Source: an optimization exercise on an open RTL-to-GDS flow (aim: small area). Production flows keep margins and buffers that such runs may drop. Only simulation tests tie the RTL to the original design; equivalence was not proved. Power and IR drop assume default switching activity.

`design/flow/design.v`:
```
module fa1(input a, input b, input c, output s, output co);
    assign s = a ^ b ^ c;
    assign co = (a & b) | (a & c) | (b & c);
endmodule
module aoi222(input a1, input a2, input b1, input b2, input c1, input c2, output y);
    assign y = ~((a1 & a2) | (b1 & b2) | (c1 & c2));
endmodule
module aoi22(input a1, input a2, input b1, input b2, output y);
    assign y = ~((a1 & a2) | (b1 & b2));
endmodule
module nand2m(input a, input b, output y);
    assign y = ~(a & b);
endmodule
module nand3m(input a, input b, input c, output y);
    assign y = ~(a & b & c);
endmodule
module and3m(input a, input b, input c, output y);
    assign y = a & b & c;
endmodule
module nand4m(input a, input b, input c, input d, output y);
    assign y = ~(a & b & c & d);
endmodule
module a21o(input a1, input a2, input b1, output y);
    assign y = (a1 & a2) | b1;
endmodule
module rd16(input [15:0] s, input [15:0] d, output y);
    wire t0, t1, t2, t3, t4, t5, v;
    aoi222 g0 (.a1(s[0]),  .a2(d[0]),  .b1(s[1]),  .b2(d[1]),  .c1(s[2]),  .c2(d[2]),  .y(t0));
    aoi222 g1 (.a1(s[3]),  .a2(d[3]),  .b1(s[4]),  .b2(d[4]),  .c1(s[5]),  .c2(d[5]),  .y(t1));
    aoi222 g2 (.a1(s[6]),  .a2(d[6]),  .b1(s[7]),  .b2(d[7]),  .c1(s[8]),  .c2(d[8]),  .y(t2));
    aoi222 g3 (.a1(s[9]),  .a2(d[9]),  .b1(s[10]), .b2(d[10]), .c1(s[11]), .c2(d[11]), .y(t3));
    aoi222 g4 (.a1(s[12]), .a2(d[12]), .b1(s[13]), .b2(d[13]), .c1(s[14]), .c2(d[14]), .y(t4));
    nand2m g5 (.a(s[15]), .b(d[15]), .y(t5));
    and3m  g6 (.a(t0), .b(t1), .c(t2), .y(v));
    nand4m g7 (.a(v), .b(t3), .c(t4), .d(t5), .y(y));
endmodule
module mul16lo(input [15:0] a, input [15:0] b, output [15:0] p);
    wire pp1 = ~(a[0] & b[0]);
    wire pp2 = ~(a[0] & b[1]);
    wire pp3 = ~(a[0] & b[2]);
    wire pp4 = ~(a[0] & b[3]);
    wire pp5 = ~(a[0] & b[4]);
    wire pp6 = ~(a[0] & b[5]);
    wire pp7 = ~(a[0] & b[6]);
    wire pp8 = ~(a[0] & b[7]);
    wire pp9 = ~(a[0] & b[8]);
    wire pp10 = ~(a[0] & b[9]);
    wire pp11 = ~(a[0] & b[10]);
    wire pp12 = ~(a[0] & b[11]);
    wire pp13 = ~(a[0] & b[12]);
    wire pp14 = ~(a[0] & b[13]);
    wire pp15 = ~(a[0] & b[14]);
    wire pp16 = ~(a[0] & b[15]);
    wire pp17 = ~(a[1] & b[0]);
    wire pp18 = ~(a[1] & b[1]);
    wire pp19 = ~(a[1] & b[2]);
    wire pp20 = ~(a[1] & b[3]);
    wire pp21 = ~(a[1] & b[4]);
    wire pp22 = ~(a[1] & b[5]);
    wire pp23 = ~(a[1] & b[6]);
    wire pp24 = ~(a[1] & b[7]);
    wire pp25 = ~(a[1] & b[8]);
    wire pp26 = ~(a[1] & b[9]);
    wire pp27 = ~(a[1] & b[10]);
    wire pp28 = ~(a[1] & b[11]);
    wire pp29 = ~(a[1] & b[12]);
    wire pp30 = ~(a[1] & b[13]);
    wire pp31 = ~(a[1] & b[14]);
    wire pp32 = ~(a[2] & b[0]);
    wire pp33 = ~(a[2] & b[1]);
    wire pp34 = ~(a[2] & b[2]);
    wire pp35 = ~(a[2] & b[3]);
    wire pp36 = ~(a[2] & b[4]);
    wire pp37 = ~(a[2] & b[5]);
    wire pp38 = ~(a[2] & b[6]);
    wire pp39 = ~(a[2] & b[7]);
    wire pp40 = ~(a[2] & b[8]);
    wire pp41 = ~(a[2] & b[9]);
    wire pp42 = ~(a[2] & b[10]);
    wire pp43 = ~(a[2] & b[11]);
    wire pp44 = ~(a[2] & b[12]);
    wire pp45 = ~(a[2] & b[13]);
    wire pp46 = ~(a[3] & b[0]);
    wire pp47 = ~(a[3] & b[1]);
    wire pp48 = ~(a[3] & b[2]);
    wire pp49 = ~(a[3] & b[3]);
    wire pp50 = ~(a[3] & b[4]);
    wire pp51 = ~(a[3] & b[5]);
    wire pp52 = ~(a[3] & b[6]);
    wire pp53 = ~(a[3] & b[7]);
    wire pp54 = ~(a[3] & b[8]);
    wire pp55 = ~(a[3] & b[9]);
    wire pp56 = ~(a[3] & b[10]);
    wire pp57 = ~(a[3] & b[11]);
    wire pp58 = ~(a[3] & b[12]);
    wire pp59 = ~(a[4] & b[0]);
    wire pp60 = ~(a[4] & b[1]);
    wire pp61 = ~(a[4] & b[2]);
    wire pp62 = ~(a[4] & b[3]);
    wire pp63 = ~(a[4] & b[4]);
    wire pp64 = ~(a[4] & b[5]);
    wire pp65 = ~(a[4] & b[6]);
    wire pp66 = ~(a[4] & b[7]);
    wire pp67 = ~(a[4] & b[8]);
    wire pp68 = ~(a[4] & b[9]);
    wire pp69 = ~(a[4] & b[10]);
    wire pp70 = ~(a[4] & b[11]);
    wire pp71 = ~(a[5] & b[0]);
    wire pp72 = ~(a[5] & b[1]);
    wire pp73 = ~(a[5] & b[2]);
    wire pp74 = ~(a[5] & b[3]);
    wire pp75 = ~(a[5] & b[4]);
    wire pp76 = ~(a[5] & b[5]);
    wire pp77 = ~(a[5] & b[6]);
    wire pp78 = ~(a[5] & b[7]);
    wire pp79 = ~(a[5] & b[8]);
    wire pp80 = ~(a[5] & b[9]);
    wire pp81 = ~(a[5] & b[10]);
    wire pp82 = ~(a[6] & b[0]);
    wire pp83 = ~(a[6] & b[1]);
    wire pp84 = ~(a[6] & b[2]);
    wire pp85 = ~(a[6] & b[3]);
    wire pp86 = ~(a[6] & b[4]);
    wire pp87 = ~(a[6] & b[5]);
    wire pp88 = ~(a[6] & b[6]);
    wire pp89 = ~(a[6] & b[7]);
    wire pp90 = ~(a[6] & b[8]);
    wire pp91 = ~(a[6] & b[9]);
    wire pp92 = ~(a[7] & b[0]);
    wire pp93 = ~(a[7] & b[1]);
    wire pp94 = ~(a[7] & b[2]);
    wire pp95 = ~(a[7] & b[3]);
    wire pp96 = ~(a[7] & b[4]);
    wire pp97 = ~(a[7] & b[5]);
    wire pp98 = ~(a[7] & b[6]);
    wire pp99 = ~(a[7] & b[7]);
    wire pp100 = ~(a[7] & b[8]);
    wire pp101 = ~(a[8] & b[0]);
    wire pp102 = ~(a[8] & b[1]);
    wire pp103 = ~(a[8] & b[2]);
    wire pp104 = ~(a[8] & b[3]);
    wire pp105 = ~(a[8] & b[4]);
    wire pp106 = ~(a[8] & b[5]);
    wire pp107 = ~(a[8] & b[6]);
    wire pp108 = ~(a[8] & b[7]);
    wire pp109 = ~(a[9] & b[0]);
    wire pp110 = ~(a[9] & b[1]);
    wire pp111 = ~(a[9] & b[2]);
    wire pp112 = ~(a[9] & b[3]);
    wire pp113 = ~(a[9] & b[4]);
    wire pp114 = ~(a[9] & b[5]);
    wire pp115 = ~(a[9] & b[6]);
    wire pp116 = ~(a[10] & b[0]);
    wire pp117 = ~(a[10] & b[1]);
    wire pp118 = ~(a[10] & b[2]);
    wire pp119 = ~(a[10] & b[3]);
    wire pp120 = ~(a[10] & b[4]);
    wire pp121 = ~(a[10] & b[5]);
    wire pp122 = ~(a[11] & b[0]);
    wire pp123 = ~(a[11] & b[1]);
    wire pp124 = ~(a[11] & b[2]);
    wire pp125 = ~(a[11] & b[3]);
    wire pp126 = ~(a[11] & b[4]);
    wire pp127 = ~(a[12] & b[0]);
    wire pp128 = ~(a[12] & b[1]);
    wire pp129 = ~(a[12] & b[2]);
    wire pp130 = ~(a[12] & b[3]);
    wire pp131 = ~(a[13] & b[0]);
    wire pp132 = ~(a[13] & b[1]);
    wire pp133 = ~(a[13] & b[2]);
    wire pp134 = ~(a[14] & b[0]);
    wire pp135 = ~(a[14] & b[1]);
    wire pp136 = ~(a[15] & b[0]);
    wire hs137 = ~(pp106 ^ pp113);
    wire hc138 = pp106 | pp113;
    wire s139, c140;
    fa1 us139 (.a(pp107), .b(pp114), .c(pp120), .s(s139), .co(c140));
    wire hs141 = ~(pp125 ^ pp129);
    wire hc142 = pp125 | pp129;
    wire hs143 = ~(pp10 ^ pp102);
    wire hc144 = pp10 | pp102;
    wire s145, c146;
    fa1 us145 (.a(pp103), .b(pp11), .c(pp110), .s(s145), .co(c146));
    wire hs147 = ~(pp116 ^ pp26);
    wire hc148 = pp116 | pp26;
    wire s149, c150;
    fa1 us149 (.a(pp104), .b(pp111), .c(pp117), .s(s149), .co(c150));
    wire s151, c152;
    fa1 us151 (.a(pp12), .b(pp122), .c(pp27), .s(s151), .co(c152));
    wire hs153 = ~(pp41 ^ pp54);
    wire hc154 = pp41 | pp54;
    wire s155, c156;
    fa1 us155 (.a(pp105), .b(pp112), .c(pp118), .s(s155), .co(c156));
    wire s157, c158;
    fa1 us157 (.a(pp123), .b(pp127), .c(pp13), .s(s157), .co(c158));
    wire s159, c160;
    fa1 us159 (.a(pp28), .b(pp42), .c(pp55), .s(s159), .co(c160));
    wire hs161 = ~(pp67 ^ pp78);
    wire hc162 = pp67 | pp78;
    wire s163, c164;
    fa1 us163 (.a(pp119), .b(pp124), .c(pp128), .s(s163), .co(c164));
    wire s165, c166;
    fa1 us165 (.a(pp131), .b(pp14), .c(pp29), .s(s165), .co(c166));
    wire s167, c168;
    fa1 us167 (.a(pp43), .b(pp56), .c(pp68), .s(s167), .co(c168));
    wire s169, c170;
    fa1 us169 (.a(pp79), .b(pp89), .c(pp98), .s(s169), .co(c170));
    wire s171, c172;
    fa1 us171 (.a(pp132), .b(pp134), .c(pp15), .s(s171), .co(c172));
    wire s173, c174;
    fa1 us173 (.a(pp30), .b(pp44), .c(pp57), .s(s173), .co(c174));
    wire s175, c176;
    fa1 us175 (.a(pp69), .b(pp80), .c(pp90), .s(s175), .co(c176));
    wire s177, c178;
    fa1 us177 (.a(pp99), .b(hs141), .c(hc138), .s(s177), .co(c178));
    wire hs179 = ~(pp22 ^ pp36);
    wire hc180 = pp22 | pp36;
    wire s181, c182;
    fa1 us181 (.a(pp23), .b(pp37), .c(pp50), .s(s181), .co(c182));
    wire hs183 = ~(pp62 ^ pp73);
    wire hc184 = pp62 | pp73;
    wire s185, c186;
    fa1 us185 (.a(pp101), .b(pp24), .c(pp38), .s(s185), .co(c186));
    wire s187, c188;
    fa1 us187 (.a(pp51), .b(pp63), .c(pp74), .s(s187), .co(c188));
    wire hs189 = ~(pp84 ^ pp9);
    wire hc190 = pp84 | pp9;
    wire s191, c192;
    fa1 us191 (.a(pp109), .b(pp25), .c(pp39), .s(s191), .co(c192));
    wire s193, c194;
    fa1 us193 (.a(pp52), .b(pp64), .c(pp75), .s(s193), .co(c194));
    wire s195, c196;
    fa1 us195 (.a(pp85), .b(pp94), .c(hs143), .s(s195), .co(c196));
    wire s197, c198;
    fa1 us197 (.a(pp40), .b(pp53), .c(pp65), .s(s197), .co(c198));
    wire s199, c200;
    fa1 us199 (.a(pp76), .b(pp86), .c(pp95), .s(s199), .co(c200));
    wire s201, c202;
    fa1 us201 (.a(hs147), .b(hc144), .c(s145), .s(s201), .co(c202));
    wire s203, c204;
    fa1 us203 (.a(pp66), .b(pp77), .c(pp87), .s(s203), .co(c204));
    wire s205, c206;
    fa1 us205 (.a(pp96), .b(hs153), .c(hc148), .s(s205), .co(c206));
    wire s207, c208;
    fa1 us207 (.a(c146), .b(s149), .c(s151), .s(s207), .co(c208));
    wire s209, c210;
    fa1 us209 (.a(pp88), .b(pp97), .c(hs161), .s(s209), .co(c210));
    wire s211, c212;
    fa1 us211 (.a(hc154), .b(c150), .c(c152), .s(s211), .co(c212));
    wire s213, c214;
    fa1 us213 (.a(s155), .b(s157), .c(s159), .s(s213), .co(c214));
    wire s215, c216;
    fa1 us215 (.a(hs137), .b(hc162), .c(c156), .s(s215), .co(c216));
    wire s217, c218;
    fa1 us217 (.a(c158), .b(c160), .c(s163), .s(s217), .co(c218));
    wire s219, c220;
    fa1 us219 (.a(s165), .b(s167), .c(s169), .s(s219), .co(c220));
    wire s221, c222;
    fa1 us221 (.a(c164), .b(c166), .c(c168), .s(s221), .co(c222));
    wire s223, c224;
    fa1 us223 (.a(c170), .b(s139), .c(s171), .s(s223), .co(c224));
    wire s225, c226;
    fa1 us225 (.a(s173), .b(s175), .c(s177), .s(s225), .co(c226));
    wire hs227 = ~(pp20 ^ pp34);
    wire hc228 = pp20 | pp34;
    wire s229, c230;
    fa1 us229 (.a(pp21), .b(pp35), .c(pp48), .s(s229), .co(c230));
    wire hs231 = ~(pp6 ^ pp60);
    wire hc232 = pp6 | pp60;
    wire s233, c234;
    fa1 us233 (.a(pp49), .b(pp61), .c(pp7), .s(s233), .co(c234));
    wire s235, c236;
    fa1 us235 (.a(pp72), .b(pp82), .c(hs179), .s(s235), .co(c236));
    wire s237, c238;
    fa1 us237 (.a(pp8), .b(pp83), .c(pp92), .s(s237), .co(c238));
    wire s239, c240;
    fa1 us239 (.a(hs183), .b(hc180), .c(s181), .s(s239), .co(c240));
    wire s241, c242;
    fa1 us241 (.a(pp93), .b(hs189), .c(hc184), .s(s241), .co(c242));
    wire s243, c244;
    fa1 us243 (.a(c182), .b(s185), .c(s187), .s(s243), .co(c244));
    wire s245, c246;
    fa1 us245 (.a(hc190), .b(c186), .c(c188), .s(s245), .co(c246));
    wire s247, c248;
    fa1 us247 (.a(s191), .b(s193), .c(s195), .s(s247), .co(c248));
    wire s249, c250;
    fa1 us249 (.a(c192), .b(c194), .c(s197), .s(s249), .co(c250));
    wire s251, c252;
    fa1 us251 (.a(s199), .b(c196), .c(s201), .s(s251), .co(c252));
    wire s253, c254;
    fa1 us253 (.a(c198), .b(c200), .c(s203), .s(s253), .co(c254));
    wire s255, c256;
    fa1 us255 (.a(s205), .b(c202), .c(s207), .s(s255), .co(c256));
    wire s257, c258;
    fa1 us257 (.a(c204), .b(c206), .c(s209), .s(s257), .co(c258));
    wire s259, c260;
    fa1 us259 (.a(s211), .b(c208), .c(s213), .s(s259), .co(c260));
    wire s261, c262;
    fa1 us261 (.a(c210), .b(c212), .c(s215), .s(s261), .co(c262));
    wire s263, c264;
    fa1 us263 (.a(c214), .b(s217), .c(s219), .s(s263), .co(c264));
    wire s265, c266;
    fa1 us265 (.a(c216), .b(s221), .c(c218), .s(s265), .co(c266));
    wire s267, c268;
    fa1 us267 (.a(c220), .b(s223), .c(s225), .s(s267), .co(c268));
    wire hs269 = ~(pp19 ^ pp33);
    wire hc270 = pp19 | pp33;
    wire s271, c272;
    fa1 us271 (.a(pp47), .b(pp5), .c(pp59), .s(s271), .co(c272));
    wire s273, c274;
    fa1 us273 (.a(pp71), .b(hs231), .c(hc228), .s(s273), .co(c274));
    wire s275, c276;
    fa1 us275 (.a(hc232), .b(c230), .c(s233), .s(s275), .co(c276));
    wire s277, c278;
    fa1 us277 (.a(c234), .b(s237), .c(c236), .s(s277), .co(c278));
    wire s279, c280;
    fa1 us279 (.a(c238), .b(s241), .c(c240), .s(s279), .co(c280));
    wire s281, c282;
    fa1 us281 (.a(c242), .b(s245), .c(c244), .s(s281), .co(c282));
    wire s283, c284;
    fa1 us283 (.a(c246), .b(s249), .c(c248), .s(s283), .co(c284));
    wire s285, c286;
    fa1 us285 (.a(c250), .b(s253), .c(c252), .s(s285), .co(c286));
    wire s287, c288;
    fa1 us287 (.a(c254), .b(s257), .c(c256), .s(s287), .co(c288));
    wire s289, c290;
    fa1 us289 (.a(c258), .b(c260), .c(s261), .s(s289), .co(c290));
    wire s291, c292;
    fa1 us291 (.a(c262), .b(c264), .c(s265), .s(s291), .co(c292));
    wire hs293 = ~(pp18 ^ pp3);
    wire hc294 = pp18 | pp3;
    wire s295, c296;
    fa1 us295 (.a(pp4), .b(pp46), .c(hs269), .s(s295), .co(c296));
    wire s297, c298;
    fa1 us297 (.a(hs227), .b(hc270), .c(s271), .s(s297), .co(c298));
    wire s299, c300;
    fa1 us299 (.a(c272), .b(s229), .c(s273), .s(s299), .co(c300));
    wire s301, c302;
    fa1 us301 (.a(c274), .b(s235), .c(s275), .s(s301), .co(c302));
    wire s303, c304;
    fa1 us303 (.a(c276), .b(s239), .c(s277), .s(s303), .co(c304));
    wire s305, c306;
    fa1 us305 (.a(s243), .b(c278), .c(s279), .s(s305), .co(c306));
    wire s307, c308;
    fa1 us307 (.a(s247), .b(c280), .c(s281), .s(s307), .co(c308));
    wire s309, c310;
    fa1 us309 (.a(c282), .b(s251), .c(s283), .s(s309), .co(c310));
    wire s311, c312;
    fa1 us311 (.a(s255), .b(c284), .c(s285), .s(s311), .co(c312));
    wire s313, c314;
    fa1 us313 (.a(s259), .b(c286), .c(s287), .s(s313), .co(c314));
    wire s315, c316;
    fa1 us315 (.a(s263), .b(c288), .c(s289), .s(s315), .co(c316));
    wire s317, c318;
    fa1 us317 (.a(s267), .b(c290), .c(s291), .s(s317), .co(c318));
    wire p319 = ~pp1;
    wire g320 = ~(pp17 | pp2);
    wire p321 = pp17 ^ pp2;
    wire g322 = ~(pp32 | hs293);
    wire p323 = pp32 ^ hs293;
    wire g324 = ~(hc294 | s295);
    wire p325 = hc294 ^ s295;
    wire g326 = ~(c296 | s297);
    wire p327 = c296 ^ s297;
    wire g328 = ~(c298 | s299);
    wire p329 = c298 ^ s299;
    wire g330 = ~(c300 | s301);
    wire p331 = c300 ^ s301;
    wire g332 = ~(c302 | s303);
    wire p333 = c302 ^ s303;
    wire g334 = ~(c304 | s305);
    wire p335 = c304 ^ s305;
    wire g336 = ~(c306 | s307);
    wire p337 = c306 ^ s307;
    wire g338 = ~(c308 | s309);
    wire p339 = c308 ^ s309;
    wire g340 = ~(c310 | s311);
    wire p341 = c310 ^ s311;
    wire g342 = ~(c312 | s313);
    wire p343 = c312 ^ s313;
    wire g344 = ~(c314 | s315);
    wire p345 = c314 ^ s315;
    wire g346 = ~(c316 | s317);
    wire p347 = c316 ^ s317;
    wire G348 = g320 | (p321 & 1'b0);
    wire P349 = p321 & p319;
    wire G350 = g324 | (p325 & g322);
    wire P351 = p325 & p323;
    wire G352 = g328 | (p329 & g326);
    wire P353 = p329 & p327;
    wire G354 = g332 | (p333 & g330);
    wire P355 = p333 & p331;
    wire G356 = g336 | (p337 & g334);
    wire P357 = p337 & p335;
    wire G358 = g340 | (p341 & g338);
    wire P359 = p341 & p339;
    wire G360 = g344 | (p345 & g342);
    wire P361 = p345 & p343;
    wire G362 = g322 | (p323 & G348);
    wire P363 = p323 & P349;
    wire G364 = G350 | (P351 & G348);
    wire P365 = P351 & P349;
    wire G366 = g330 | (p331 & G352);
    wire P367 = p331 & P353;
    wire G368 = G354 | (P355 & G352);
    wire P369 = P355 & P353;
    wire G370 = g338 | (p339 & G356);
    wire P371 = p339 & P357;
    wire G372 = G358 | (P359 & G356);
    wire P373 = P359 & P357;
    wire G374 = g346 | (p347 & G360);
    wire P375 = p347 & P361;
    wire G376 = g326 | (p327 & G364);
    wire P377 = p327 & P365;
    wire G378 = G352 | (P353 & G364);
    wire P379 = P353 & P365;
    wire G380 = G366 | (P367 & G364);
    wire P381 = P367 & P365;
    wire G382 = G368 | (P369 & G364);
    wire P383 = P369 & P365;
    wire G384 = g342 | (p343 & G372);
    wire P385 = p343 & P373;
    wire G386 = G360 | (P361 & G372);
    wire P387 = P361 & P373;
    wire G388 = G374 | (P375 & G372);
    wire P389 = P375 & P373;
    wire G390 = g334 | (p335 & G382);
    wire P391 = p335 & P383;
    wire G392 = G356 | (P357 & G382);
    wire P393 = P357 & P383;
    wire G394 = G370 | (P371 & G382);
    wire P395 = P371 & P383;
    wire G396 = G372 | (P373 & G382);
    wire P397 = P373 & P383;
    wire G398 = G384 | (P385 & G382);
    wire P399 = P385 & P383;
    wire G400 = G386 | (P387 & G382);
    wire P401 = P387 & P383;
    wire G402 = G388 | (P389 & G382);
    wire P403 = P389 & P383;
    wire sum404 = p321 ^ 1'b0;
    wire sum405 = p323 ^ G348;
    wire sum406 = p325 ^ G362;
    wire sum407 = p327 ^ G364;
    wire sum408 = p329 ^ G376;
    wire sum409 = p331 ^ G378;
    wire sum410 = p333 ^ G380;
    wire sum411 = p335 ^ G382;
    wire sum412 = p337 ^ G390;
    wire sum413 = p339 ^ G392;
    wire sum414 = p341 ^ G394;
    wire sum415 = p343 ^ G396;
    wire sum416 = p345 ^ G398;
    wire sum417 = p347 ^ G400;
    wire x418 = pp100 ^ pp108;
    wire x419 = pp115 ^ pp121;
    wire x420 = pp126 ^ pp130;
    wire x421 = pp133 ^ pp135;
    wire x422 = pp136 ^ pp16;
    wire x423 = pp31 ^ pp45;
    wire x424 = pp58 ^ pp70;
    wire x425 = pp81 ^ pp91;
    wire x426 = x418 ^ x419;
    wire x427 = x420 ^ x421;
    wire x428 = x422 ^ x423;
    wire x429 = x424 ^ x425;
    wire x430 = hc142 ^ c140;
    wire x431 = c172 ^ c174;
    wire x432 = c176 ^ x426;
    wire x433 = x427 ^ x428;
    wire x434 = x429 ^ x430;
    wire x435 = x431 ^ c178;
    wire x436 = x432 ^ x433;
    wire x437 = c222 ^ x434;
    wire x438 = c224 ^ x435;
    wire x439 = x436 ^ x437;
    wire x440 = x438 ^ c226;
    wire x441 = c266 ^ x439;
    wire x442 = x440 ^ x441;
    wire x443 = c268 ^ c292;
    wire x444 = x442 ^ x443;
    wire x445 = x444 ^ c318;
    wire x446 = x445 ^ G402;
    assign p = {~x446, sum417, sum416, sum415, sum414, sum413, sum412, sum411, sum410, sum409, sum408, sum407, sum406, sum405, sum404, p319};
endmodule
module cpu_core(
    input clk,
    input rst,
    output [5:0] pc_out,
    input [15:0] instr_out,
    input [15:0] mem_Data_in,
    output mem_wr,
    output mem_rd,
    output [15:0] reg_Data_2,
    output [5:0] data_mem_address
    );
    wire [3:0] op = instr_out[15:12];
    wire [3:0] rd = instr_out[11:8];
    wire [3:0] rs = instr_out[7:4];
    wire [3:0] rt = instr_out[3:0];
    genvar g, k;
    wire op_add  = (op == 4'h1);
    wire op_addi = (op == 4'h2);
    wire op_mul  = (op == 4'h3);
    wire op_and  = (op == 4'h4);
    wire op_or   = (op == 4'h5);
    wire op_div  = (op == 4'h6);
    wire op_jeq  = (op == 4'h7);
    wire op_cmp  = (op == 4'h8);
    wire op_mov  = (op == 4'h9);
    wire op_jmp  = (op == 4'hA);
    wire op_jr   = (op == 4'hB);
    wire op_lw   = (op == 4'hC);
    wire op_sw   = (op == 4'hD);
    wire op_li   = (op == 4'hE);
    wire op_sub  = (op == 4'hF);
    wire use_imm = op_addi | op_lw | op_sw;
    wire do_sub  = op_sub | op_cmp | op_jeq;
    wire reg_wr  = op_add | op_addi | op_mul | op_and | op_or | op_div |
                   op_cmp | op_mov | op_lw | op_li | op_sub;
    reg [15:0] rf [0:15];
    reg [15:0] valid;
    wire [15:0] sa, sb, we;
    generate for (g = 0; g < 16; g = g + 1) begin : dec
        assign sa[g] = valid[g] & (rs == g);
        assign sb[g] = valid[g] & (rt == g);
        assign we[g] = reg_wr & (rd == g);
    end endgenerate
    wire [15:0] A, B;
    generate for (k = 0; k < 16; k = k + 1) begin : rp
        wire [15:0] col;
        for (g = 0; g < 16; g = g + 1) begin : c
            assign col[g] = rf[g][k];
        end
        rd16 ra (.s(sa), .d(col), .y(A[k]));
        rd16 rb (.s(sb), .d(col), .y(B[k]));
    end endgenerate
    wire [15:0] Y;
    assign Y[3:0]  = use_imm ? rt : (B[3:0] ^ {4{do_sub}});
    assign Y[15:4] = use_imm ? 12'h000 : (B[15:4] ^ {12{do_sub}});
    wire [16:0] C;
    wire [15:0] S;
    wire [16:8] C0, C1;
    wire [15:8] S0, S1;
    assign C[0] = do_sub;
    assign C0[8] = 1'b0;
    assign C1[8] = 1'b1;
    generate for (g = 0; g < 8; g = g + 1) begin : addl
        fa1 u (.a(A[g]), .b(Y[g]), .c(C[g]), .s(S[g]), .co(C[g+1]));
    end endgenerate
    generate for (g = 8; g < 16; g = g + 1) begin : addh
        fa1 u0 (.a(A[g]), .b(Y[g]), .c(C0[g]), .s(S0[g]), .co(C0[g+1]));
        fa1 u1 (.a(A[g]), .b(Y[g]), .c(C1[g]), .s(S1[g]), .co(C1[g+1]));
    end endgenerate
    assign S[15:8] = C[8] ? S1 : S0;
    assign C[16]   = C[8] ? C1[16] : C0[16];
    wire eq = (A == B);      
    wire ge = C[16];         
    wire [15:0] P;
    mul16lo mu (.a(A), .b(B), .p(P));
    wire c_s   = op_add | op_addi | op_sub;
    wire c_and = op_and;
    wire c_x   = op_or | op_mov;       
    wire [15:0] K;                     
    assign K[7:0]   = ({8{op_li}} & instr_out[7:0]) | {8{op_cmp & ge}};
    assign K[11:8]  = {4{(op_li & instr_out[7]) | (op_cmp & (eq | ~ge))}};
    assign K[15:12] = {4{op_cmp & (eq | ~ge)}};
    wire [15:0] nK = ~K;
    wire [15:0] wd;
    generate for (k = 0; k < 16; k = k + 1) begin : wb
        wire t, u, v, w;
        a21o   ga (.a1(B[k]), .a2(c_and), .b1(c_x), .y(t));
        aoi222 gb (.a1(c_s), .a2(S[k]), .b1(op_mul), .b2(P[k]), .c1(op_lw), .c2(mem_Data_in[k]), .y(u));
        if (k < 15) begin : h
            aoi222 gc (.a1(op_div), .a2(A[k+1]), .b1(A[k]), .b2(t), .c1(op_or), .c2(B[k]), .y(v));
        end else begin : l
            aoi22  gc (.a1(A[k]), .a2(t), .b1(op_or), .b2(B[k]), .y(v));
        end
        nand3m gd (.a(u), .b(v), .c(nK[k]), .y(wd[k]));
    end endgenerate
    integer i;
    always @(posedge clk) begin
        for (i = 0; i < 16; i = i + 1)
            if (we[i]) rf[i] <= wd;
    end
    always @(posedge clk or posedge rst) begin
        if (rst) valid <= 16'h0000;
        else     valid <= valid | we;
    end
    reg [5:0] pc;
    assign pc_out = pc;
    wire [5:0] pc_inc = pc + 6'd1;
    wire s_jeq = op_jeq & eq;
    wire s_inc = ~(s_jeq | op_jr | op_jmp);
    wire [5:0] pc_nx = ({6{s_jeq}} & {2'b00, rd}) | ({6{op_jr}} & A[5:0]) |
                       ({6{op_jmp}} & instr_out[5:0]) | ({6{s_inc}} & pc_inc);
    always @(posedge clk or posedge rst) begin
        if (rst) pc <= 6'd0;
        else     pc <= pc_nx;
    end
    assign mem_rd = op_lw;
    assign mem_wr = op_sw;
    assign data_mem_address = S[5:0];
    assign reg_Data_2 = B;
endmodule
```
`design/flow/constraint.sdc`:
```
create_clock -name core_clock -period 11.0 [get_ports {clk}]
set_input_delay 2.2000 -clock core_clock [delete_from_list [all_inputs] [get_ports {clk}]]
set_output_delay 2.2000 -clock core_clock [all_outputs]
set_load 0.01 [all_outputs]
```
`design/flow/flow/run.sh`:
```
#!/bin/bash
set -euo pipefail
export BUFFER_PORTS_ARGS="-buffer_cell sky130_fd_sc_hd__buf_1"
export RECOVER_POWER=100
bash standard.sh > standard_flow.log 2>&1
```
`design/flow/config.mk`:
```
export PLATFORM = sky130hd
export DESIGN_NAME = cpu_core
export DESIGN_NICKNAME = cpu_core
export VERILOG_FILES = /design/flow/design.v
export SDC_FILE = /design/flow/constraint.sdc
export NUM_CORES = 4
export LEC_CHECK = 0
export CAP_MARGIN = 20
export CORE_MARGIN = 2
export CORE_UTILIZATION = 50
export CTS_CLUSTER_DIAMETER = 80
export CTS_CLUSTER_SIZE = 30
export GPL_TIMING_DRIVEN = 0
export SLEW_MARGIN = 20
export SYNTH_HIERARCHICAL = 1
export SYNTH_MINIMUM_KEEP_SIZE = 0
```
`design/flow/standard.sh`:
```
#!/bin/bash
# synth_recipe.tcl (not shown) runs the flow's synth.tcl, then flattens the netlist and writes it again
# the make line also repeats each setting of config.mk as NAME=value (left out here)
make -C /OpenROAD-flow-scripts/flow DESIGN_CONFIG=/design/flow/config.mk WORK_HOME=/design/flow/orfs CLKGATE_MAP_FILE= SYNTH_SCRIPT=/design/flow/synth_recipe.tcl "${@:-finish}"
```
==> results of run 1 <==
==> layer usage <==
metal  track usage  wire [µm]  vias up  share of wire
li1              -          -     5248              -
met1         0.401      19900     6301           0.38
met2         0.506      24900      746           0.48
met3        0.0411       5340      123           0.10
met4         0.110       1600        0          0.031
met5             0          0        -              0
==> cell families after synthesis <==
logic type	after synthesis
AOI/OAI and AO/OA	266
xor gates and xnor gates	76
adders and majority gates	133
buffers and inverters	101
DFF	278
muxes	15
other	2
and+or+nand+nor	390
==> worst max-delay path, stage by stage <==
cell and delay (ns):
clkbuf_1 0.35, nor2_1 0.19, and3_1 0.55, a222oi_1 0.47, and3_1 0.31, nand4_1 0.70
xnor2_1 0.41, o21ai_1 0.12, fa_1 0.43, fa_1 0.40, fa_1 0.41, fa_1 0.39
fa_1 0.39, fa_1 0.39, fa_1 0.40, fa_1 0.37, clkbuf_1 0.26, mux2i_1 0.20
o21bai_1 0.41, a21boi_0 0.63, nand3_1 0.74
==> state kept, by name, indices dropped and copies added, names as in the netlist <==
register  flops
valid        16
rf          256
pc            6
==> power by group through the flow <==
stage                     registers (µW)  logic (µW)  clock network [µW]
after floorplan                     1340        1040                   0
after global placement              1340        1430                   0
after detailed placement            1340        1450                   0
after CTS                           1320        1460                 611
after global routing                1330        1590                 646
final                               1320        1460                 603
==> cell type report <==
class	count	area, µm²
Antenna cell	1	2.50
Buffer	49	294
Clock buffer	16	379
Clock inverter	5	63.8
Fill cell	2859	14700
Inverter	52	195
Multi-Input combinational cell	882	7700
Sequential cell	278	8240
Tap cell	442	553
Timing Repair Buffer	84	330
==> synth_stat cells (all sizes together) (11+ instances only) <==
master  number  area [µm²]
a21o        22         165
a21oi       15        78.8
a222oi     191        1910
and2        33         206
and3        64         400
buf         27         201
clkbuf      22        92.6
dfrtp       22         551
edfxtp     256        7690
fa         105        2100
ha          28         350
inv         52         195
nand2      151         569
nand3       20         100
nand4       33         206
nor2        39         146
nor2b       11        68.8
nor3        11        60.1
o21bai      14         105
xnor2       49         429
xor2        27         236
==> per-module statistics from Yosys (local to each module, per instance), excerpt <==
module  cells inside  copies in the design  cell area [µm²]  flip-flops and latches
a21o               1                    16             7.51                       0
and3m              1                    32             6.26                       0
aoi22              1                     1             12.5                       0
fa1                1                   102             20.0                       0
nand2m             1                    32             3.75                       0
nand3m             1                    16             5.00                       0
==> cell usage in the layout, fill, tap and decap left out, types with 38 or more instances in the layout <==
cell and count:
a222oi_1 191, and3_1 64, buf_1 59, clkbuf_1 45, edfxtp_1 256, fa_1 105, inv_1 52, nand2_1 150
nor2_1 38, xnor2_1 49
==> per-stage QoR <==
| step | power [µW] | cell area [µm²] | hold slack (ns) | setup WS (ns) |
|---|---|---|---|---|
| after global routing | 3560 | 17800 | 0.515 | 0.0640 |
| after detailed placement | 2800 | 17500 | 0.465 | -0.0398 |
| after floorplan | 2380 | 16400 | 0.439 | 2.36 |
| after CTS | 3390 | 18000 | 0.488 | 0.459 |
| after global placement | 2770 | 17200 | 0.470 | 0.0253 |
| final | 3380 | 17800 | 0.494 | 0.261 |
==> path summary, 6_finish.rpt <==
kind,startpoint,to,slack [ns],cells past startpoint
min reg2reg,valid[2],valid[2],0.49,1
min,valid[2],valid[2],0.49,1
max in group asynchronous,rst,valid[4],8.57,2
max reg2reg,valid[3],rf[3][9],2.18,19
min in group asynchronous,rst,valid[9],1.86,2
max,instr_out[0],rf[3][9],0.26,21
==> results_dict.tcl, run 1 <==
set metrics [dict create \
    hold_viol 0 \
    yosys.area_share.simple 0.120 \
    fp-row-count 66 \
    cp.arrival_ns 10.74 \
    io_buffers 63 \
    p_comb_frac 0.431 \
    final_util 0.547 \
    path_max_fanout 16 \
    drive_gt1_frac 0.0520 \
    power_frac_seq 0.391 \
    power_density_nw_per_um2 190 \
    pwr-share-clk 0.178 \
    peakVddDrop_uv 126 \
    antenna_found_initial 1 \
    cts.clk_slew.worst_paths_ns 0.10 \
    post_drt_wl_per_cell_um 28.6 \
    start_kind "input pin" \
    gr-total-overflow 0 \
    place_congestion 0.872 \
    wl_mm 51.8 \
    rsz0062_at_grt "no" \
    io_pins 64 \
    hold_class "reg2reg" \
    cp.required_ns 11.00 \
    leakagePower_uw 0.00588 \
    fmax_mhz 93.1 \
    synthXorXnorAreaFrac 0.0405 \
    relSlewSlack -0.402 \
    cp-end-kind "flop" \
    hold_buffers 0 \
    ys.flop_type "edfxtp_1" \
    synthAdderAreaFrac 0.149 \
    tightest_slew_ns 2.10 \
    internal_power_uw 2150 \
    p_sw_uw 1230 \
    core_area_um2 32500 \
    finalNetCount 1528 \
    yosys_warnings 8 \
    initial_utilization 0.506 \
    drc_errors 0 \
    ys_seq_elements 278 \
    avgSynthCellArea_um2 13.0 \
    async_flop_share 0.0791 \
    skew_ns 0.0112 \
    syn_area_um2 16400 \
    cts_tree "yes" \
    dp.cells 1787 \
    first_pass_iters 9 \
    finalCritPeriodShare 0.976 \
    cts_buffers 14 \
    htree_levels 1 \
    finalMaxSlewViolations 34 \
    syn_inst 1261 \
    drtIter0Drc 2486 \
    finalCriticalPeriod_ns 10.74 \
    ctsResizeCount 0 \
    track_usage 0.301 \
    syn_to_final_growth_pct 8.09 \
    dp_hpwl_mm 35.6 \
    cts_sinks 278 \
    switching_share 0.363 \
    crit_type "in2reg" \
    die_h_um 185 \
    avgViaCountPerCell 6.86 \
    clk-insertion-delay-late_ns 0.50 \
    post_synth_num_cell_types 50 \
    stdcell_count 1809 \
    drv_cap 2 \
    grt_pass1_vias 12373 \
    grt_first_pass_wirelength_mm 75.2 \
    fin_tns_setup_ns 0 \
    postCtsSetupBuffers 0 \
    num_vias 12418 \
    die_w_um 185 \
    grt_max_degree 31 \
    synthMuxAreaShare 0.00975 \
    synth-compound-area-share 0.148 \
    cts_buffer_depth 3 \
    violations "max-capacitance violations, max-slew violations" \
    die-area_um2 34300 \
    cts_root_buffer "clkbuf_16" \
    synth_top_family_by_area "adder cells" \
    synth_edf_count 256 \
    detail-route-antenna-nets 0 \
    finalSetupViolCount 0 \
    synth_nets 1428 \
    outcome "failed layout checks" \
    seq_area_frac_synth 0.501 \
]
==> run 2, diff against run 1 <==
==> design/flow/run.sh (new file) <==
#!/bin/bash
# synth_recipe.tcl (not shown) runs the flow's synth.tcl, then flattens the netlist and writes it again
# the make line also repeats each setting of config.mk as NAME=value (left out here)
make -C /OpenROAD-flow-scripts/flow DESIGN_CONFIG=/design/flow/config.mk WORK_HOME=/design/flow/orfs CLKGATE_MAP_FILE= SYNTH_SCRIPT=/design/flow/synth_recipe.tcl finish
removed: design/flow/flow/run.sh
removed: design/flow/standard.sh
==> run 2 against run 1 <==
Against the previous run:
- now clean on timing, DRC and antenna
- clock power decreased by 2%
- critical path depth decreased by 7
- highest routed layer unchanged
- count of clock-buffer cells in the layout fell by 1
- non-clock buffer count increased by 6
- global-route usage is 0.11 points higher
- sequential share of layout area decreased by 1.7 points
- clock skew up 0.0057 ns
- fmax is 0.38% higher
- register-to-register slack better by 0.58 ns
- combinational power grew 3%
==> results_dict.tcl, run 2 <==
set metrics [dict create \
    cpPeakStageDelay_ns 0.73 \
    hold_class "reg2reg" \
    yosys_warnings 8 \
    r2r_end "rf[3][9]" \
    ys_seq_elements 278 \
    syn_to_final_growth_pct 12.2 \
    whs_endpoint "valid[14]" \
    skew_ns 0.0169 \
    grt_first_pass_wirelength_mm 76.2 \
    die_w_um 185 \
    gr-total-overflow 0 \
    die_h_um 185 \
    first_pass_iters 11 \
    switching_share 0.354 \
    avgViaCountPerCell 6.83 \
    rr_startpoint "valid[6]" \
    final_common_cell "edfxtp_1" \
    synth_top_family_by_area "adder cells" \
    track_usage 0.302 \
    cts_tree "yes" \
    syn_area_um2 16400 \
    min_from "valid[14]" \
    synth_top_area_frac 0.468 \
    cp-end-kind "primary output" \
    core_area_um2 32500 \
    cts_root_buffer "clkbuf_16" \
    crit_buf_inv 4 \
    cp_common_cell "fa_1" \
    die-area_um2 34300 \
    num_vias 12397 \
    avgSynthCellArea_um2 13.0 \
    layout_top_registers "rf x256, valid x16, pc x6" \
    cts.clk_slew.worst_paths_ns 0.10 \
    tightest_slew_ns 1.11 \
    crit_type "in2out" \
    setup_slack_ns 0.302 \
    syn_inst 1261 \
    internal_power_uw 2210 \
    pre_cts_slack_ns -0.348 \
    cp.required_ns 8.80 \
    cts_sinks 278 \
    crit_slowest_cell "nand4_1" \
    cp_cell_sequence "clkdlybuf4s50_1, clkbuf_1, nor2_1, and3_1, a222oi_1, and3_1, nand4_1, fa_1, fa_1, fa_1, fa_1, fa_1, buf_4, clkdlybuf4s50_1" \
    largest_register_ffs 256 \
    hold_slack_ns 0.500 \
    synth_edf_count 256 \
    path_max_fanout 16 \
    synth_area_leader_cell "edfxtp_1" \
    rr_worst_depth 18 \
    hold_depth 1 \
    cpLargestDelayFamily "adder cells" \
    diodes 0 \
    htree_levels 1 \
    place_congestion 0.867 \
    grt_pass1_vias 12491 \
    fp-row-count 66 \
    ys_top_cells_by_area "edfxtp_1 (47%), fa_1 (13%), a222oi_1 (12%)" \
    synth-compound-area-share 0.148 \
    final_cell_mix "edfxtp_1 (256), a222oi_1 (191), nand2_1 (150)" \
    finalCritPeriodShare 0.973 \
    synth_nets 1428 \
    wl_mm 51.5 \
    ys.flop_type "edfxtp_1" \
    synthAdderAreaFrac 0.149 \
    cp.arrival_ns 8.50 \
    synthMuxAreaShare 0.00975 \
    initial_utilization 0.506 \
    synthXorXnorAreaFrac 0.0405 \
    reg2reg_slack_ns 2.76 \
    seq_area_frac_synth 0.501 \
    clk-insertion-delay-late_ns 0.50 \
    finalNetCount 1534 \
    drtIter0Drc 2176 \
    async_flop_share 0.0791 \
    drv_cap 0 \
    yosysMostFrequentCell "edfxtp_1" \
    post_drt_wl_per_cell_um 28.4 \
    outcome "finished clean" \
    grt_max_degree 31 \
    rsz0062_at_grt "no" \
    synthTopCellsByCount "edfxtp_1 (256), a222oi_1 (191), nand2_1 (150), fa_1 (105), and3_1 (64)" \
    yosys.area_share.simple 0.120 \
    relSlewSlack 0.259 \
    p_comb_frac 0.442 \
    finalSetupViolCount 0 \
    pwr-share-clk 0.172 \
    start_kind "input pin" \
    fmax_mhz 93.5 \
    nFillCells 2731 \
    hold_viol 0 \
    dp_hpwl_mm 35.9 \
    post_synth_num_cell_types 50 \
    detail-route-antenna-nets 0 \
    io_buffers 63 \
    cts_buffer_depth 3 \
    power_density_nw_per_um2 186 \
    peakVddDrop_uv 126 \
    power_frac_seq 0.386 \
    largest_register "rf" \
    drc_errors 0 \
    finalCriticalPeriod_ns 10.70 \
    io_pins 64 \
    cts_buffers 14 \
    drive_gt1_frac 0.0874 \
    antenna_found_initial 0 \
    leakagePower_uw 0.00619 \
    p_sw_uw 1210 \
    finalMaxSlewViolations 0 \
]
[run 2: cell counts after synthesis]
No cell type changed its count.
[run 2: area by class of cell]
type,count,area [µm²],area share
plain buffers,49,294,0.0160
clock buffers,15,375,0.0204
clock inverters,7,70.1,0.00380
inverters,52,195,0.0106
multi-input cells,882,7810,0.424
flip-flops and latches,278,8240,0.447
well taps,442,553,0.0300
repair buffers,90,897,0.0487
[run 2: modules after synthesis, one instance, submodules excluded, excerpt]
module | flip-flops and latches | cells inside | cell area (µm²) | copies in the design
a21o | 0 | 1 | 7.51 | 16
and3m | 0 | 1 | 6.26 | 32
aoi222 | 0 | 1 | 10.0 | 191
cpu_core | 278 | 526 | 9880 | 1
fa1 | 0 | 1 | 20.0 | 102
nand2m | 0 | 1 | 3.75 | 32
nand4m | 0 | 1 | 6.26 | 32
[run 2: per-layer routing]
layer | global-route usage | wire length, µm
met5 | 0 | 0
met4 | 0.110 | 1630
met3 | 0.0348 | 4640
met2 | 0.510 | 24800
met1 | 0.405 | 20400
[run 2: what timing repair did]
item | 4_1_cts | 5_1_grt
setup buffers | 0 | 7
endpoints found under the setup margin | 0 | 65
endpoints found under the hold margin | 0 | 0
hold buffers | 0 | 0
gates resized for setup | 0 | 4
[run 2: how the worst max path moves through the flow]
stage,from,end,slack (ns),cells after the start
floorplan,instr_out[0],data_mem_address[5],2.36,14
global placement,instr_out[3],rf[0][9],-0.29,21
detailed placement,instr_out[3],rf[0][9],-0.35,21
CTS,instr_out[3],data_mem_address[5],0.09,16
global route,instr_out[1],rf[11][13],0.15,23
finish,instr_out[5],data_mem_address[5],0.30,14
[run 2: power by group through the flow]
stage / clock network [µW] / registers, µW / logic, µW
final: 589 / 1320 / 1510
after global routing: 635 / 1330 / 1650
after CTS: 598 / 1320 / 1500
after detailed placement: 0 / 1340 / 1500
after global placement: 0 / 1340 / 1470
after floorplan: 0 / 1340 / 1040
[run 2: cells by family (layout without fill, tap and decap cells)]
group	count (synthesis)	after routing
AOI/OAI and AO/OA	266	266
xor gates and xnor gates	76	76
adders and majority gates	133	133
buffers and inverters	101	213
DFF	278	278
muxes	15	15
other	2	2
and+or+nand+nor	390	390
[run 2: metrics by stage]
stage	instance area, µm²	std cells	util	setup TNS (ns)	total power (µW)
after global placement	17600	1766	0.543	-15.55	2820
final	18400	1815	0.568	0	3420
after CTS	18400	1808	0.566	0	3420
after detailed placement	17900	1786	0.552	-17.93	2840
after floorplan	16400	1261	-	0	2380
after global routing	18400	1815	0.568	0	3610
==> run 3, diff against run 2 <==
--- a/design/flow/design.v
+++ b/design/flow/design.v
@@ -212,7 +212,7 @@
     wire s175, c176;
     fa1 us175 (.a(pp69), .b(pp80), .c(pp90), .s(s175), .co(c176));
     wire s177, c178;
-    fa1 us177 (.a(pp99), .b(hs141), .c(hc138), .s(s177), .co(c178));
+    fa1 us177 (.a(pp99), .b(hc138), .c(hs141), .s(s177), .co(c178));
     wire hs179 = ~(pp22 ^ pp36);
     wire hc180 = pp22 | pp36;
     wire s181, c182;
@@ -236,21 +236,21 @@
     wire s199, c200;
     fa1 us199 (.a(pp76), .b(pp86), .c(pp95), .s(s199), .co(c200));
     wire s201, c202;
-    fa1 us201 (.a(hs147), .b(hc144), .c(s145), .s(s201), .co(c202));
+    fa1 us201 (.a(hc144), .b(hs147), .c(s145), .s(s201), .co(c202));
     wire s203, c204;
     fa1 us203 (.a(pp66), .b(pp77), .c(pp87), .s(s203), .co(c204));
     wire s205, c206;
-    fa1 us205 (.a(pp96), .b(hs153), .c(hc148), .s(s205), .co(c206));
+    fa1 us205 (.a(pp96), .b(hc148), .c(hs153), .s(s205), .co(c206));
     wire s207, c208;
     fa1 us207 (.a(c146), .b(s149), .c(s151), .s(s207), .co(c208));
     wire s209, c210;
-    fa1 us209 (.a(pp88), .b(pp97), .c(hs161), .s(s209), .co(c210));
+    fa1 us209 (.a(pp88), .b(pp97), .c(hc154), .s(s209), .co(c210));
     wire s211, c212;
-    fa1 us211 (.a(hc154), .b(c150), .c(c152), .s(s211), .co(c212));
+    fa1 us211 (.a(hs161), .b(c150), .c(c152), .s(s211), .co(c212));
     wire s213, c214;
     fa1 us213 (.a(s155), .b(s157), .c(s159), .s(s213), .co(c214));
     wire s215, c216;
-    fa1 us215 (.a(hs137), .b(hc162), .c(c156), .s(s215), .co(c216));
+    fa1 us215 (.a(hc162), .b(hs137), .c(c156), .s(s215), .co(c216));
     wire s217, c218;
     fa1 us217 (.a(c158), .b(c160), .c(s163), .s(s217), .co(c218));
     wire s219, c220;
@@ -274,9 +274,9 @@
     wire s237, c238;
     fa1 us237 (.a(pp8), .b(pp83), .c(pp92), .s(s237), .co(c238));
     wire s239, c240;
-    fa1 us239 (.a(hs183), .b(hc180), .c(s181), .s(s239), .co(c240));
+    fa1 us239 (.a(hc180), .b(hs183), .c(s181), .s(s239), .co(c240));
     wire s241, c242;
-    fa1 us241 (.a(pp93), .b(hs189), .c(hc184), .s(s241), .co(c242));
+    fa1 us241 (.a(pp93), .b(hc184), .c(hs189), .s(s241), .co(c242));
     wire s243, c244;
     fa1 us243 (.a(c182), .b(s185), .c(s187), .s(s243), .co(c244));
     wire s245, c246;
@@ -308,7 +308,7 @@
     wire s271, c272;
     fa1 us271 (.a(pp47), .b(pp5), .c(pp59), .s(s271), .co(c272));
     wire s273, c274;
-    fa1 us273 (.a(pp71), .b(hs231), .c(hc228), .s(s273), .co(c274));
+    fa1 us273 (.a(pp71), .b(hc228), .c(hs231), .s(s273), .co(c274));
     wire s275, c276;
     fa1 us275 (.a(hc232), .b(c230), .c(s233), .s(s275), .co(c276));
     wire s277, c278;
@@ -332,7 +332,7 @@
     wire s295, c296;
     fa1 us295 (.a(pp4), .b(pp46), .c(hs269), .s(s295), .co(c296));
     wire s297, c298;
-    fa1 us297 (.a(hs227), .b(hc270), .c(s271), .s(s297), .co(c298));
+    fa1 us297 (.a(hc270), .b(hs227), .c(s271), .s(s297), .co(c298));
     wire s299, c300;
     fa1 us299 (.a(c272), .b(s229), .c(s273), .s(s299), .co(c300));
     wire s301, c302;
@@ -353,135 +353,84 @@
     fa1 us315 (.a(s263), .b(c288), .c(s289), .s(s315), .co(c316));
     wire s317, c318;
     fa1 us317 (.a(s267), .b(c290), .c(s291), .s(s317), .co(c318));
-    wire p319 = ~pp1;
-    wire g320 = ~(pp17 | pp2);
-    wire p321 = pp17 ^ pp2;
-    wire g322 = ~(pp32 | hs293);
-    wire p323 = pp32 ^ hs293;
-    wire g324 = ~(hc294 | s295);
-    wire p325 = hc294 ^ s295;
-    wire g326 = ~(c296 | s297);
-    wire p327 = c296 ^ s297;
-    wire g328 = ~(c298 | s299);
-    wire p329 = c298 ^ s299;
-    wire g330 = ~(c300 | s301);
-    wire p331 = c300 ^ s301;
-    wire g332 = ~(c302 | s303);
-    wire p333 = c302 ^ s303;
-    wire g334 = ~(c304 | s305);
-    wire p335 = c304 ^ s305;
-    wire g336 = ~(c306 | s307);
-    wire p337 = c306 ^ s307;
-    wire g338 = ~(c308 | s309);
-    wire p339 = c308 ^ s309;
-    wire g340 = ~(c310 | s311);
-    wire p341 = c310 ^ s311;
-    wire g342 = ~(c312 | s313);
-    wire p343 = c312 ^ s313;
-    wire g344 = ~(c314 | s315);
-    wire p345 = c314 ^ s315;
-    wire g346 = ~(c316 | s317);
-    wire p347 = c316 ^ s317;
-    wire G348 = g320 | (p321 & 1'b0);
-    wire P349 = p321 & p319;
-    wire G350 = g324 | (p325 & g322);
-    wire P351 = p325 & p323;
-    wire G352 = g328 | (p329 & g326);
-    wire P353 = p329 & p327;
-    wire G354 = g332 | (p333 & g330);
-    wire P355 = p333 & p331;
-    wire G356 = g336 | (p337 & g334);
-    wire P357 = p337 & p335;
-    wire G358 = g340 | (p341 & g338);
-    wire P359 = p341 & p339;
-    wire G360 = g344 | (p345 & g342);
-    wire P361 = p345 & p343;
-    wire G362 = g322 | (p323 & G348);
-    wire P363 = p323 & P349;
-    wire G364 = G350 | (P351 & G348);
-    wire P365 = P351 & P349;
-    wire G366 = g330 | (p331 & G352);
-    wire P367 = p331 & P353;
-    wire G368 = G354 | (P355 & G352);
-    wire P369 = P355 & P353;
-    wire G370 = g338 | (p339 & G356);
-    wire P371 = p339 & P357;
-    wire G372 = G358 | (P359 & G356);
-    wire P373 = P359 & P357;
-    wire G374 = g346 | (p347 & G360);
-    wire P375 = p347 & P361;
-    wire G376 = g326 | (p327 & G364);
-    wire P377 = p327 & P365;
-    wire G378 = G352 | (P353 & G364);
-    wire P379 = P353 & P365;
-    wire G380 = G366 | (P367 & G364);
-    wire P381 = P367 & P365;
-    wire G382 = G368 | (P369 & G364);
-    wire P383 = P369 & P365;
-    wire G384 = g342 | (p343 & G372);
-    wire P385 = p343 & P373;
-    wire G386 = G360 | (P361 & G372);
-    wire P387 = P361 & P373;
-    wire G388 = G374 | (P375 & G372);
-    wire P389 = P375 & P373;
-    wire G390 = g334 | (p335 & G382);
-    wire P391 = p335 & P383;
-    wire G392 = G356 | (P357 & G382);
-    wire P393 = P357 & P383;
-    wire G394 = G370 | (P371 & G382);
-    wire P395 = P371 & P383;
-    wire G396 = G372 | (P373 & G382);
-    wire P397 = P373 & P383;
-    wire G398 = G384 | (P385 & G382);
-    wire P399 = P385 & P383;
-    wire G400 = G386 | (P387 & G382);
-    wire P401 = P387 & P383;
-    wire G402 = G388 | (P389 & G382);
-    wire P403 = P389 & P383;
-    wire sum404 = p321 ^ 1'b0;
-    wire sum405 = p323 ^ G348;
-    wire sum406 = p325 ^ G362;
-    wire sum407 = p327 ^ G364;
-    wire sum408 = p329 ^ G376;
-    wire sum409 = p331 ^ G378;
-    wire sum410 = p333 ^ G380;
-    wire sum411 = p335 ^ G382;
-    wire sum412 = p337 ^ G390;
-    wire sum413 = p339 ^ G392;
-    wire sum414 = p341 ^ G394;
-    wire sum415 = p343 ^ G396;
-    wire sum416 = p345 ^ G398;
-    wire sum417 = p347 ^ G400;
-    wire x418 = pp100 ^ pp108;
-    wire x419 = pp115 ^ pp121;
-    wire x420 = pp126 ^ pp130;
-    wire x421 = pp133 ^ pp135;
-    wire x422 = pp136 ^ pp16;
-    wire x423 = pp31 ^ pp45;
-    wire x424 = pp58 ^ pp70;
-    wire x425 = pp81 ^ pp91;
-    wire x426 = x418 ^ x419;
-    wire x427 = x420 ^ x421;
-    wire x428 = x422 ^ x423;
-    wire x429 = x424 ^ x425;
-    wire x430 = hc142 ^ c140;
-    wire x431 = c172 ^ c174;
-    wire x432 = c176 ^ x426;
-    wire x433 = x427 ^ x428;
-    wire x434 = x429 ^ x430;
-    wire x435 = x431 ^ c178;
-    wire x436 = x432 ^ x433;
-    wire x437 = c222 ^ x434;
-    wire x438 = c224 ^ x435;
-    wire x439 = x436 ^ x437;
-    wire x440 = x438 ^ c226;
-    wire x441 = c266 ^ x439;
-    wire x442 = x440 ^ x441;
-    wire x443 = c268 ^ c292;
-    wire x444 = x442 ^ x443;
-    wire x445 = x444 ^ c318;
-    wire x446 = x445 ^ G402;
-    assign p = {~x446, sum417, sum416, sum415, sum414, sum413, sum412, sum411, sum410, sum409, sum408, sum407, sum406, sum405, sum404, p319};
+    wire hs319 = ~(pp17 ^ pp2);
+    wire hc320 = pp17 | pp2;
+    wire s321, c322;
+    fa1 us321 (.a(pp32), .b(hs293), .c(hc320), .s(s321), .co(c322));
+    wire s323, c324;
+    fa1 us323 (.a(hc294), .b(s295), .c(c322), .s(s323), .co(c324));
+    wire s325, c326;
+    fa1 us325 (.a(c296), .b(s297), .c(c324), .s(s325), .co(c326));
+    wire s327, c328;
+    fa1 us327 (.a(c298), .b(s299), .c(c326), .s(s327), .co(c328));
+    wire s329, c330;
+    fa1 us329 (.a(c300), .b(s301), .c(c328), .s(s329), .co(c330));
+    wire s331, c332;
+    fa1 us331 (.a(c302), .b(s303), .c(c330), .s(s331), .co(c332));
+    wire s333, c334;
+    fa1 us333 (.a(c304), .b(s305), .c(c332), .s(s333), .co(c334));
+    wire hs335 = ~(c306 ^ s307);
+    wire hc336 = c306 | s307;
+    wire s337, c338;
+    fa1 us337 (.a(c308), .b(s309), .c(hc336), .s(s337), .co(c338));
+    wire s339, c340;
+    fa1 us339 (.a(c310), .b(s311), .c(c338), .s(s339), .co(c340));
+    wire hs341 = c306 ^ s307;
+    wire hc342 = c306 & s307;
+    wire s343, c344;
+    fa1 us343 (.a(c308), .b(s309), .c(hc342), .s(s343), .co(c344));
+    wire s345, c346;
+    fa1 us345 (.a(c310), .b(s311), .c(c344), .s(s345), .co(c346));
+    wire ms347 = c334 ? hs335 : hs341;
+    wire ms348 = c334 ? s337 : s343;
+    wire ms349 = c334 ? s339 : s345;
+    wire mc350 = c334 ? c340 : c346;
+    wire hs351 = ~(c312 ^ s313);
+    wire hc352 = c312 | s313;
+    wire s353, c354;
+    fa1 us353 (.a(c314), .b(s315), .c(hc352), .s(s353), .co(c354));
+    wire s355, c356;
+    fa1 us355 (.a(c316), .b(s317), .c(c354), .s(s355), .co(c356));
+    wire hs357 = c312 ^ s313;
+    wire hc358 = c312 & s313;
+    wire s359, c360;
+    fa1 us359 (.a(c314), .b(s315), .c(hc358), .s(s359), .co(c360));
+    wire s361, c362;
+    fa1 us361 (.a(c316), .b(s317), .c(c360), .s(s361), .co(c362));
+    wire ms363 = mc350 ? hs351 : hs357;
+    wire ms364 = mc350 ? s353 : s359;
+    wire ms365 = mc350 ? s355 : s361;
+    wire mc366 = mc350 ? c356 : c362;
+    wire x367 = pp100 ^ pp108;
+    wire x368 = pp115 ^ pp121;
+    wire x369 = pp126 ^ pp130;
+    wire x370 = pp133 ^ pp135;
+    wire x371 = pp136 ^ pp16;
+    wire x372 = pp31 ^ pp45;
+    wire x373 = pp58 ^ pp70;
+    wire x374 = pp81 ^ pp91;
+    wire x375 = hc142 ^ x367;
+    wire x376 = x368 ^ x369;
+    wire x377 = x370 ^ x371;
+    wire x378 = x372 ^ x373;
+    wire x379 = x374 ^ c140;
+    wire x380 = c172 ^ c174;
+    wire x381 = c176 ^ x375;
+    wire x382 = x376 ^ x377;
+    wire x383 = x378 ^ c178;
+    wire x384 = x379 ^ x380;
+    wire x385 = x381 ^ x382;
+    wire x386 = c222 ^ x383;
+    wire x387 = x384 ^ c224;
+    wire x388 = x385 ^ x386;
+    wire x389 = c226 ^ x387;
+    wire x390 = c266 ^ x388;
+    wire x391 = x389 ^ x390;
+    wire x392 = c268 ^ c292;
+    wire x393 = x391 ^ x392;
+    wire x394 = x393 ^ c318;
+    wire x395 = x394 ^ mc366;
+    assign p = {x395, ~ms365, ~ms364, ~ms363, ~ms349, ~ms348, ~ms347, ~s333, ~s331, ~s329, ~s327, ~s325, ~s323, ~s321, ~hs319, ~pp1};
 endmodule
 module cpu_core(
     input clk,
@@ -554,7 +503,7 @@
     end endgenerate
     assign S[15:8] = C[8] ? S1 : S0;
     assign C[16]   = C[8] ? C1[16] : C0[16];
-    wire eq = (A == B);      
+    wire eq = ~|S;           
     wire ge = C[16];         
     wire [15:0] P;
     mul16lo mu (.a(A), .b(B), .p(P));
==> design/flow/flow/run.sh (new file) <==
#!/bin/bash
set -euo pipefail
export BUFFER_PORTS_ARGS="-buffer_cell sky130_fd_sc_hd__buf_1"
export RECOVER_POWER=100
export POST_GLOBAL_ROUTE_TCL="$PWD/flow/post_grt.tcl"
bash standard.sh > standard_flow.log 2>&1
==> design/flow/flow/post_grt.tcl (new file) <==
# Runs at the end of global routing, after power recovery: repair the slew and
# capacitance limits again, then setup and hold, and write the route guides anew.
global_route -start_incremental
repair_design_helper
detailed_placement
global_route -end_incremental
estimate_parasitics -global_routing
global_route -start_incremental
repair_timing_helper
detailed_placement
global_route -end_incremental
estimate_parasitics -global_routing
report_check_types -max_slew -max_capacitance
report_worst_slack
write_guides $::env(RESULTS_DIR)/route.guide
==> design/flow/standard.sh (new file) <==
#!/bin/bash
# synth_recipe.tcl (not shown) runs the flow's synth.tcl, then flattens the netlist and writes it again
# the make line also repeats each setting of config.mk as NAME=value (left out here)
make -C /OpenROAD-flow-scripts/flow DESIGN_CONFIG=/design/flow/config.mk WORK_HOME=/design/flow/orfs CLKGATE_MAP_FILE= SYNTH_SCRIPT=/design/flow/synth_recipe.tcl "${@:-finish}"
removed: design/flow/run.sh
==> run 3 against run 2 <==
Against the previous run:
- combinational power shrank 6%
- clock power increased by 2%
- flip-flop and latch count unchanged
- still clean on timing, DRC and antenna
- hold slack improved by 0.0071 ns
- fmax fell by 0.43%
- cell area is 5.1% lower
- sequential power barely moved
- non-clock buffer count decreased by 21
- clock skew increased by 0.0059 ns
==> results_dict.tcl, run 3 <==
set metrics [dict create \
    cp-end-kind "flop" \
    start_kind "input pin" \
    hold_depth 1 \
    cts_root_buffer "clkbuf_16" \
    rr_startpoint "valid[3]" \
    hold_slack_ns 0.507 \
    worst-path-stages 25 \
    yosys.area_share.simple 0.120 \
    finalMaxSlewViolations 0 \
    drtIter0Drc 2085 \
    largest_register "rf" \
    detail-route-antenna-nets 0 \
    cts_sinks 278 \
    postCtsSetupBuffers 0 \
    cpLargestDelayFamily "adder cells" \
    cts.clk_slew.worst_paths_ns 0.10 \
    diodes 0 \
    synth_top_family_by_area "adder cells" \
    avgViaCountPerCell 7.11 \
    finalCritPeriodShare 0.977 \
    first_pass_iters 9 \
    antenna_found_initial 0 \
    finalCriticalPeriod_ns 10.74 \
    num_vias 12160 \
    layout_top_registers "rf x256, valid x16, pc x6" \
    startpoint "instr_out[1]" \
    cts_buffer_depth 3 \
    synth_area_leader_cell "edfxtp_1" \
    wl_mm 52.0 \
    synthMuxAreaShare 0.0144 \
    yosys_warnings 8 \
    grt_first_pass_wirelength_mm 75.9 \
    synth_top_area_frac 0.475 \
    power_density_nw_per_um2 191 \
    largest_register_ffs 256 \
    ctsResizeCount 7 \
    syn_area_um2 16200 \
    cp.arrival_ns 10.88 \
    r2r_end "rf[15][15]" \
    io_buffers 63 \
    synth-compound-area-share 0.145 \
    synth_edf_count 256 \
    peakVddDrop_uv 135 \
    hold_viol 0 \
    post_synth_num_cell_types 56 \
    crit_slowest_cell "clkbuf_1" \
    io_pins 64 \
    async_flop_share 0.0791 \
    post_dp_cell_area_um2 17200 \
    crit_type "in2reg" \
    finalInstanceArea_um2 17500 \
    finalSetupViolCount 0 \
    rr_worst_depth 23 \
    gr-total-overflow 0 \
    grt_pass1_vias 12282 \
    post_drt_wl_per_cell_um 30.4 \
    avgSynthCellArea_um2 13.4 \
    ys.flop_type "edfxtp_1" \
    reg2reg_slack_ns 2.21 \
    outcome "finished clean" \
    tightest_slew_ns 1.11 \
    path_max_fanout 16 \
    ys_top_cells_by_area "edfxtp_1 (47%), fa_1 (14%), a222oi_1 (12%)" \
    place_congestion 0.922 \
    cp.required_ns 11.14 \
    htree_levels 1 \
    cpPeakStageDelay_ns 0.63 \
    dp_hpwl_mm 35.8 \
    hold_buffers 0 \
    die_h_um 184 \
    drv_cap 0 \
    final_cell_mix "edfxtp_1 (256), a222oi_1 (191), nand2_1 (147)" \
    yosysMostFrequentCell "edfxtp_1" \
    fp-row-count 65 \
    syn_inst 1208 \
    synthAdderAreaFrac 0.159 \
    skew_ns 0.0229 \
    dp.cells 1689 \
    cts_tree "yes" \
    ys_seq_elements 278 \
    hold_class "reg2reg" \
    cp_common_cell "fa_1" \
    grt_max_degree 32 \
    finalNetCount 1473 \
    stdcell_count 1711 \
    clk-insertion-delay-late_ns 0.51 \
    core_area_um2 31700 \
    fmax_mhz 93.1 \
    synth_nets 1378 \
    drc_errors 0 \
    final_common_cell "edfxtp_1" \
    relSlewSlack 0.254 \
    syn_to_final_growth_pct 8.14 \
    synthTopCellsByCount "edfxtp_1 (256), a222oi_1 (191), nand2_1 (147), fa_1 (117), and3_1 (62)" \
    seq_area_frac_synth 0.509 \
    die_w_um 184 \
    crit_buf_inv 5 \
    initial_utilization 0.510 \
    track_usage 0.307 \
    drive_gt1_frac 0.0665 \
    cts_buffers 14 \
    leakagePower_uw 0.00552 \
    die-area_um2 33800 \
    synthXorXnorAreaFrac 0.0293 \
    crit_end "rf[15][15]" \
]
## run 3: where the power goes
part	leakage (µW)	internal, µW	switching, µW
combinational	0.00272	555	861
sequential	0.00258	1290	29.2
clock	0.000218	262	339
total	0.00552	2110	1230
## run 3: Yosys stat by module (local to each module, per instance), a selection
module    copies in the design  cell area [µm²]  flops+latches  cells inside
nand4m                      32             6.26              0             1
aoi22                        1             12.5              0             1
fa1                        117             20.0              0             1
mul16lo                      1             1410              0           246
nand3m                      16             5.00              0             1
aoi222                     191             10.0              0             1
a21o                        16             7.51              0             1
cpu_core                     1             9780            278           525
and3m                       32             6.26              0             1
nand2m                      32             3.75              0             1
## run 3: cells by family after synthesis
| group | count (synthesis) |
|---|---|
| compound gates | 253 |
| xor+xnor | 50 |
| simple gates | 388 |
| other cells | 2 |
| fa+ha+maj | 136 |
| mux | 21 |
| buf+inv | 80 |
| flops | 278 |
## run 3: final cells by class
| class | instances | area (µm²) |
|---|---|---|
| clock buffer | 17 | 383 |
| clock inverter | 5 | 63.8 |
| tap | 402 | 503 |
| inverter | 41 | 154 |
| multi-input combinational | 850 | 7650 |
| sequential | 278 | 8240 |
| fill | 2674 | 14200 |
| buffer | 39 | 203 |
| timing repair buffer | 79 | 312 |
## run 3: worst min path at each step
stage	slack (ns)	start	to
2_1_floorplan	0.45	valid[0]	valid[0]
3_3_place_gp	0.47	valid[13]	valid[13]
3_5_place_dp	0.48	valid[2]	valid[2]
4_1_cts	0.50	valid[2]	valid[2]
6_report	0.51	valid[0]	valid[0]
## run 3: stage by stage
step / power (µW) / setup TNS, ns / utilization / worst slack [ns]
floorplan: 2310 / 0 / - / 1.99
global placement: 2720 / -9.17 / 0.534 / -0.574
detailed placement: 2760 / -13.78 / 0.542 / -0.653
CTS: 3360 / 0 / 0.557 / 0.00726
finish: 3340 / 0 / 0.552 / 0.256
## run 3: metal layers
layer  vias to the layer above  share of wire  global-route usage  wire length [µm]
met1                      6214           0.38               0.392             19600
met4                         0          0.036               0.115              1890
li1                       5073              -                   -                 -
met5                         -              0                   0                 0
met3                       138          0.093              0.0499              4860
met2                       735           0.49               0.527             25600

-- afterwards: timing with drivers on the ports --
How much do the figures lean on ideal ports? The routed layouts below were timed once more, with nothing changed but the port constraints.
Step 1, drivers: a clkbuf_16 drives clk and a buf_2 each remaining input, both assumed.
Step 2 also shifts input and output timing later by t, the mid clock arrival at the registers, as if the neighbouring blocks saw the same clock.
a / b / c = ideal ports / drivers / drivers and shift; a / b = the first two.
| run | t (ns) | slack for setup (ns) | latest minus earliest clock arrival (ns) | worst register clock-pin slew, ns |
|---|---|---|---|---|
| run 1 | 0.546 | 0.261 / 0.289 / -0.257 | 0.011 / 0.011 | 0.11 / 0.11 |
| run 2 | 0.538 | 0.302 / 0.275 / -0.117 | 0.017 / 0.017 | 0.11 / 0.11 |
| run 3 | 0.540 | 0.256 / 0.275 / -0.265 | 0.023 / 0.023 | 0.11 / 0.11 |
The setup slack of run 3, which loses most, moves by +0.019 ns with the drivers and by -0.521 ns with both steps.
